Background: an optimization exercise with open tools, aiming at small area, a short achievable clock period and few clock cycles per item. Do not read the settings as production practice. Where RTL was checked, it was by simulation tests only, not by an equivalence proof against the original. Power and IR drop assume default switching activity.

the previous run:
Design Cache, start of the top module:
module Cache (
    input wire clk,
    input wire rst_n,
    input wire enable,
    input wire [31:0] address,
    output reg [31:0] data_out,
    output reg data_out_ready,
    input wire [31:0] data_in,
    input wire [3:0] write_enable,
    output reg busy,
    output reg br_cmd,
    output reg br_cmd_en,
    output wire [20:0] br_addr,
    output wire [63:0] br_wr_data,
    output wire [7:0] br_data_mask,
    input wire [63:0] br_rd_data,
    input wire br_rd_data_valid
);
Size: ~660 cells after synthesis, about 320 flip-flops, about 270 I/O pins, about 9000 um^2 of cells after synthesis.
Settings: LEC_CHECK=0, CAP_MARGIN=20, CORE_MARGIN=2, CORE_UTILIZATION=40, CTS_BUF_LIST=sky130_fd_sc_hd__clkbuf_4, SLEW_MARGIN=20; clock period 10.0 ns.
standard.sh (not shown) runs the stock make flow with config.mk's settings and CLKGATE_MAP_FILE= SYNTH_SCRIPT=/design/flow/synth_recipe.tcl, a recipe that flattens the netlist after the stock synthesis.
==> flow/flow/run.sh <==
#!/bin/bash
# Standard layout, with plain buffers (instead of the default delay buffers) on the ports.
set -euo pipefail
export BUFFER_PORTS_ARGS="-buffer_cell sky130_fd_sc_hd__buf_1"
bash standard.sh finish > standard_flow.log 2>&1
The previous run: PASS, flow complete, no timing, DRC or antenna violations
Input changes introduced in the current run (baseline for comparison: the previous run):
Settings: CTS_BUF_LIST no longer set, was sky130_fd_sc_hd__clkbuf_4.
==> flow/flow/run.sh <==
#!/bin/bash
# Standard layout, with plain buffers (instead of the default delay buffers) on the ports
# and the given repair targets.
set -euo pipefail
export BUFFER_PORTS_ARGS="-buffer_cell sky130_fd_sc_hd__buf_1"
bash standard.sh SETUP_SLACK_MARGIN=7.5 finish > standard_flow.log 2>&1
- Taking the previous run as the reference point, the all-layer global routing usage of the current run rises by 2.6 points.
- Changes observed in the current run relative to the previous run: number of distinct library cell variants in the gate-level netlist after synthesis did not really move, worst setup slack higher.
No run of this note included a check of the RTL's function; only the layout flow was run.

---

Cache, a different RTL version from the one above (not shown whole).
Size in the first run: about 690 cells after synthesis, about 330 flip-flops, ~9300 um2 of cells after synthesis.
==> flow/design.v (excerpt) <==
module Cache (
    input wire clk,
    input wire rst_n,
    input wire enable,
    input wire [31:0] address,
    output reg [31:0] data_out,
    output reg data_out_ready,
    input wire [31:0] data_in,
    input wire [3:0] write_enable,
    output reg busy,
    output reg br_cmd,
    output reg br_cmd_en,
    output wire [20:0] br_addr,
    output wire [63:0] br_wr_data,
    output wire [7:0] br_data_mask,
    input wire [63:0] br_rd_data,
    input wire br_rd_data_valid
);
  localparam COMMAND_DELAY_INTERVAL = 4'd12;
  reg [63:0] s0, s1, s2, s3;   
  reg [3:0] ph;   
  reg [15:0] tag;   
  reg valid;   
  reg dirty;   
  reg fill;   
  reg ack;   
  reg [7:0] wsel;   
  reg [3:0] cmd_cnt;   
  reg cmd_wait;   
  reg eq;   
  reg live;   
  wire [15:0] a_tag = address[20:5];
  wire [1:0] a_beat = address[4:3];
  wire is_wr = |write_enable;
  wire req = enable && !ack;
  wire tag_eq = tag == a_tag;
  wire [3:0] ph1 = {ph[2:0], ph[3]};   
  wire [3:0] ph2 = {ph[1:0], ph[3:2]};   
  wire beat_ok = is_wr ? ph2[a_beat] : ph1[a_beat];
  wire next_ok = !fill || br_rd_data_valid;
  wire last_beat = fill && br_rd_data_valid && ph[2];
  wire [63:0] ring_in = fill ? br_rd_data : s0;
  wire [63:0] s3_d;
  generate
    for (genvar b = 0; b < 8; b++) begin : merge
      assign s3_d[b*8+:8] = wsel[b] ? data_in[(b%4)*8+:8] : ring_in[b*8+:8];
    end
  endgenerate
  wire can_cmd = req && !fill && !br_cmd_en && !cmd_wait;
  wire tag_ld = can_cmd && !(valid && dirty);
  wire rd_go = tag_ld && !(valid && tag_eq);
  wire wb_go = can_cmd && valid && dirty && !tag_eq && ph[3];
  wire rd_cmd = br_cmd_en && !br_cmd;   
  wire wb_cmd = br_cmd_en && br_cmd;   
  wire ack_d = req && live && eq && (valid || fill) && next_ok && beat_ok;
  always_ff @(posedge clk) begin
    s0 <= s1;
    s1 <= s2;
    s2 <= s3;
    s3 <= s3_d;
    data_out <= address[2] ? s3_d[63:32] : s3_d[31:0];
    br_cmd <= wb_go;
    if (tag_ld) tag <= a_tag;
    eq <= tag_eq;
    if (br_cmd_en) cmd_cnt <= COMMAND_DELAY_INTERVAL;
    else if (cmd_wait) cmd_cnt <= cmd_cnt - 4'd1;
    if (rd_cmd) ph <= 4'b1000;
    else if (next_ok) ph <= ph1;
    data_out_ready <= ack_d && !is_wr;
    busy <= !(ack_d && is_wr);
  ...
export LEC_CHECK = 0
export CAP_MARGIN = 20
export CORE_MARGIN = 2
export CORE_UTILIZATION = 40
export CTS_CLUSTER_DIAMETER = 100
export CTS_CLUSTER_SIZE = 33
export SLEW_MARGIN = 20
export TNS_END_PERCENT = 0
create_clock -name core_clock -period 10.0 [get_ports {clk}]
==> flow/flow/run.sh <==
#!/bin/bash
# Standard layout, with plain buffers (instead of the default delay buffers) on the ports
# and the given repair targets.
set -euo pipefail
export BUFFER_PORTS_ARGS="-buffer_cell sky130_fd_sc_hd__buf_1"
bash standard.sh SETUP_SLACK_MARGIN=7.15 finish > standard_flow.log 2>&1
The baseline finished with timing, DRC and antenna clean.
Testbench counts at the start, summed over its fixed seeds: cycles 246,345, transactions 16,000.
Edit:
==> flow/flow/run.sh (replaced) <==
#!/bin/bash
# Standard layout, with plain buffers (instead of the default delay buffers) on the ports
# and the given repair targets.
set -euo pipefail
export BUFFER_PORTS_ARGS="-buffer_cell sky130_fd_sc_hd__buf_1"
bash standard.sh SETUP_SLACK_MARGIN=7.0 finish > standard_flow.log 2>&1
- CTS_CLUSTER_DIAMETER: 100 -> 60
- CTS_CLUSTER_SIZE: 33 -> 40
Result: Sequential cell count stays the same. Total power rises by roughly a tenth. Worst hold slack improved by 0.031 ns. Global-route usage rises by 0.28 points. Register-to-register slack improves by 0.02 ns. Non-clock buffer count goes up by 1. Clock-buffer cell count is higher by 6. Utilization went up by 2.1 points.
Edit:
==> flow/flow/run.sh (replaced) <==
#!/bin/bash
# Standard layout, with plain buffers (instead of the default delay buffers) on the ports
# and the given repair targets.
set -euo pipefail
export BUFFER_PORTS_ARGS="-buffer_cell sky130_fd_sc_hd__buf_1"
bash standard.sh SETUP_SLACK_MARGIN=6.9 finish > standard_flow.log 2>&1
- CTS_CLUSTER_DIAMETER: 60 -> 100
- CTS_CLUSTER_SIZE: 40 -> 33
=>
- The changed run finished with timing, DRC and antenna clean
- worst setup slack is better by 0.017 ns
- final cell count fell by 2.1%
- core utilization falls by 2.2 points
- hold slack got worse by 0.031 ns
- design area drops by 4.4%
- wire length decreases by 2.0%
- die area is unchanged
- flip-flop and latch count does not change
- non-clock buffer count went down by 5
- maximum frequency rose by 0.55%
Edit:
==> flow/flow/run.sh (replaced) <==
#!/bin/bash
# Standard layout, with plain buffers (instead of the default delay buffers) on the ports
# and the given repair targets.
set -euo pipefail
export BUFFER_PORTS_ARGS="-buffer_cell sky130_fd_sc_hd__buf_1"
bash standard.sh SETUP_SLACK_MARGIN=7.0 finish > standard_flow.log 2>&1
- CORE_UTILIZATION: 40 -> 55
Wire length came out lower by 2.1%.
Design area stays flat.
Register-to-register slack barely changes.
Setup slack improved by 0.018 ns.
Utilization grows by 18 points.
Edit:
- CORE_UTILIZATION: 55 -> 40
- first-iteration DRC count drops by 6.4%
- sequential share of layout area drops by 0.36 points
- wire length rose by 2.5%
- combinational power is lower by about 2%
- die area came out higher by 36%
- final area climbs by 0.57%
- power came out lower by 0.37%
- hold slack loses 0.034 ns
- final cell count rises by 7.6%
- clock-buffer cell count climbs by 1
- setup slack gets worse by 0.013 ns
Edit:
- CTS_CLUSTER_DIAMETER: 100 -> 60
- CTS_CLUSTER_SIZE: 33 -> 30
- The changed run passed the timing, design-rule and antenna checks
- register-to-register slack improves by 0.02 ns
- combinational power stays flat
- non-clock buffer count grows by 1
- critical path depth stays the same
- clock power grows by 47%

---

Setup of rev 12:
The RTL this note starts from:
==> flow/design.v <==
`timescale 100ps / 100ps
`default_nettype none
module BESDPB #(
    parameter DATA_FILE = "",
    parameter ADDRESS_BITWIDTH = 16,
    parameter DATA_BITWIDTH = 32,
    parameter COLUMN_BITWIDTH = 8,
    parameter COLUMN_COUNT = DATA_BITWIDTH / COLUMN_BITWIDTH
) (
    input wire clk,
    input wire [COLUMN_COUNT-1:0] write_enable,
    input wire [ADDRESS_BITWIDTH-1:0] address,
    output wire [DATA_BITWIDTH-1:0] data_out,
    input wire [DATA_BITWIDTH-1:0] data_in
);
  reg [DATA_BITWIDTH-1:0] data[2**ADDRESS_BITWIDTH-1:0];
  assign data_out = data[address];
  always @(posedge clk) begin
    for (int i = 0; i < COLUMN_COUNT; i++) begin
      if (write_enable[i]) begin
        data[address][(i+1)*COLUMN_BITWIDTH-1-:COLUMN_BITWIDTH] <= data_in[(i+1)*COLUMN_BITWIDTH-1-:COLUMN_BITWIDTH];
      end
    end
  end
endmodule
`default_nettype wire
`default_nettype none
module Cache (
    input wire clk,
    input wire rst_n,
    input wire enable,
    input wire [31:0] address,
    output reg [31:0] data_out,
    output reg data_out_ready,
    input wire [31:0] data_in,
    input wire [3:0] write_enable,
    output reg busy,
    output reg br_cmd,
    output reg br_cmd_en,
    output wire [20:0] br_addr,
    output wire [63:0] br_wr_data,
    output wire [7:0] br_data_mask,
    input wire [63:0] br_rd_data,
    input wire br_rd_data_valid
);
  localparam COMMAND_DELAY_INTERVAL = 4'd13;
  reg [63:0] s0, s1, s2, s3;   
  reg [3:0] ph;   
  reg [15:0] tag;   
  reg valid;   
  reg dirty;   
  reg fill;   
  reg ack;   
  reg [7:0] wsel;   
  reg [3:0] cmd_cnt;   
  reg cmd_wait;   
  wire [15:0] a_tag = address[20:5];
  wire [1:0] a_beat = address[4:3];
  wire is_wr = |write_enable;
  wire req = enable && !ack;
  wire tag_eq = tag == a_tag;
  wire tag_hit = valid && tag_eq;
  wire [3:0] ph1 = {ph[2:0], ph[3]};   
  wire [3:0] ph2 = {ph[1:0], ph[3:2]};   
  wire beat_ok = is_wr ? ph2[a_beat] : ph1[a_beat];
  wire next_ok = !fill || br_rd_data_valid;
  wire last_beat = fill && br_rd_data_valid && ph[2];
  wire [63:0] ring_in = fill ? br_rd_data : s0;
  wire [63:0] s3_d;
  generate
    for (genvar b = 0; b < 8; b++) begin : merge
      assign s3_d[b*8+:8] = wsel[b] ? data_in[(b%4)*8+:8] : ring_in[b*8+:8];
    end
  endgenerate
  wire miss = req && !tag_hit && !fill && !cmd_wait;
  wire wb_go = miss && valid && dirty && ph[3];
  wire rd_go = miss && !(valid && dirty);
  wire ack_d = req && (valid || fill) && tag_eq && next_ok && beat_ok;
  always_ff @(posedge clk) begin
    s0 <= s1;
    s1 <= s2;
    s2 <= s3;
    s3 <= s3_d;
    data_out <= address[2] ? ring_in[63:32] : ring_in[31:0];
    br_cmd <= wb_go;
    if (rd_go) tag <= a_tag;
    if (rd_go) ph <= 4'b1000;
    else if (next_ok) ph <= ph1;
  end
  always_ff @(posedge clk, negedge rst_n) begin
    if (!rst_n) begin
      valid <= 0;
      dirty <= 0;
      fill <= 0;
      ack <= 0;
      wsel <= 0;
      data_out_ready <= 0;
      busy <= 1;
      br_cmd_en <= 0;
      cmd_cnt <= 0;
      cmd_wait <= 0;
    end else begin
      br_cmd_en <= wb_go || rd_go;
      if (wb_go || rd_go) begin
        cmd_cnt <= COMMAND_DELAY_INTERVAL;
        cmd_wait <= 1;
      end else if (cmd_wait) begin
        cmd_cnt <= cmd_cnt - 4'd1;
        cmd_wait <= cmd_cnt != 4'd1;
      end
      if (wb_go) dirty <= 0;
      if (ack && is_wr) dirty <= 1;
      if (rd_go) begin
        valid <= 0;
        fill <= 1;
      end
      if (last_beat) begin
        fill <= 0;
        valid <= 1;
      end
      ack <= ack_d;
      data_out_ready <= ack_d && !is_wr;
      busy <= !(ack_d && is_wr);
      for (int b = 0; b < 8; b++) wsel[b] <= ack_d && write_enable[b%4] && (address[2] == (b / 4));
    end
  end
  assign br_addr = {tag, 5'b0};
  assign br_wr_data = s3;
  assign br_data_mask = 8'b0;
endmodule
`default_nettype wire
Settings: LEC_CHECK=0, CAP_MARGIN=20, CORE_MARGIN=2, CORE_UTILIZATION=40, SLEW_MARGIN=20; clock period 10.0 ns.
==> flow/flow/run.sh <==
#!/bin/bash
# Standard layout, with plain buffers (instead of the default delay buffers) on the ports
# and the given repair targets.
set -euo pipefail
export BUFFER_PORTS_ARGS="-buffer_cell sky130_fd_sc_hd__buf_1"
bash standard.sh SETUP_SLACK_MARGIN=6.9 finish > standard_flow.log 2>&1
[inputs] rev 13 vs rev 12
--- a/flow/flow/run.sh
+++ b/flow/flow/run.sh
@@ -4,3 +4,3 @@
 set -euo pipefail
 export BUFFER_PORTS_ARGS="-buffer_cell sky130_fd_sc_hd__buf_1"
-bash standard.sh SETUP_SLACK_MARGIN=6.9 finish > standard_flow.log 2>&1
+bash standard.sh  finish > standard_flow.log 2>&1
### Flow results
Every stage of the flow completed for rev 13, and the final layout passed the timing, design-rule and antenna checks.
Rev 13 vs rev 12 — total of clock buffers placed in the layout rose 4.5%.
Higher overall via count from detail_route was reported by rev 12, not rev 13.
Final non-filler cell area (lower): rev 13
Against rev 12, rev 13 comes in 30 lower on total of plain and repair buffers excluding clock buffers.
Fmax | rev 13 vs rev 12 | rev 13 slower
From rev 13 to rev 12, final count of pins violating max slew did not move at all.
Compared with rev 12, in rev 13 combinational-cell power consumption fell by about 8%; number of cells traversed by the worst register-to-register path rose by 1; sequential cell area stayed essentially flat.
No run of this note included a check of the RTL's function; only the layout flow was run.

port drivers added, routing unchanged:
In the flow no input, the clock included, has a driving cell. The finished layouts below were timed again as built, in two steps. Step 1 (the two cells are an assumption about what drives the block):
set clk [get_ports {clk}]
set_driving_cell -lib_cell sky130_fd_sc_hd__clkbuf_16 $clk
set_driving_cell -lib_cell sky130_fd_sc_hd__buf_2 [delete_from_list [all_inputs] $clk]
Step 2 times the ports against the registers' clock, not the clock port: input delays grow and output delays shrink by t, the midpoint of the rising clock arrivals with the driver on. a / b / c = ideal ports / drivers / drivers and shift; a / b = the first two.
run	shift t [ns]	setup slack, ns	clock arrival spread, ns
the previous run	0.665	6.521 / 6.481 / 5.955	0.050 / 0.049
the current run	0.538	6.890 / 6.845 / 6.519	0.014 / 0.015
the first run of note 2	0.522	6.917 / 6.873 / 6.485	0.037 / 0.037
the second run of note 2	0.571	6.895 / 6.852 / 6.459	0.021 / 0.021
the third run of note 2	0.522	6.912 / 6.868 / 6.482	0.036 / 0.037
the fourth run of note 2	0.512	6.930 / 6.888 / 6.507	0.049 / 0.049
the fifth run of note 2	0.522	6.917 / 6.873 / 6.485	0.037 / 0.037
the sixth run of note 2	0.564	6.895 / 6.852 / 6.465	0.024 / 0.024
rev 12	0.585	6.789 / 6.786 / 6.206	0.013 / 0.014
rev 13	0.532	6.366 / 6.391 / 5.859	0.021 / 0.020
After both steps setup and hold are still met in every run listed. The setup slack of rev 12, which loses most, moves by -0.003 ns with the drivers and by -0.583 ns with both steps.
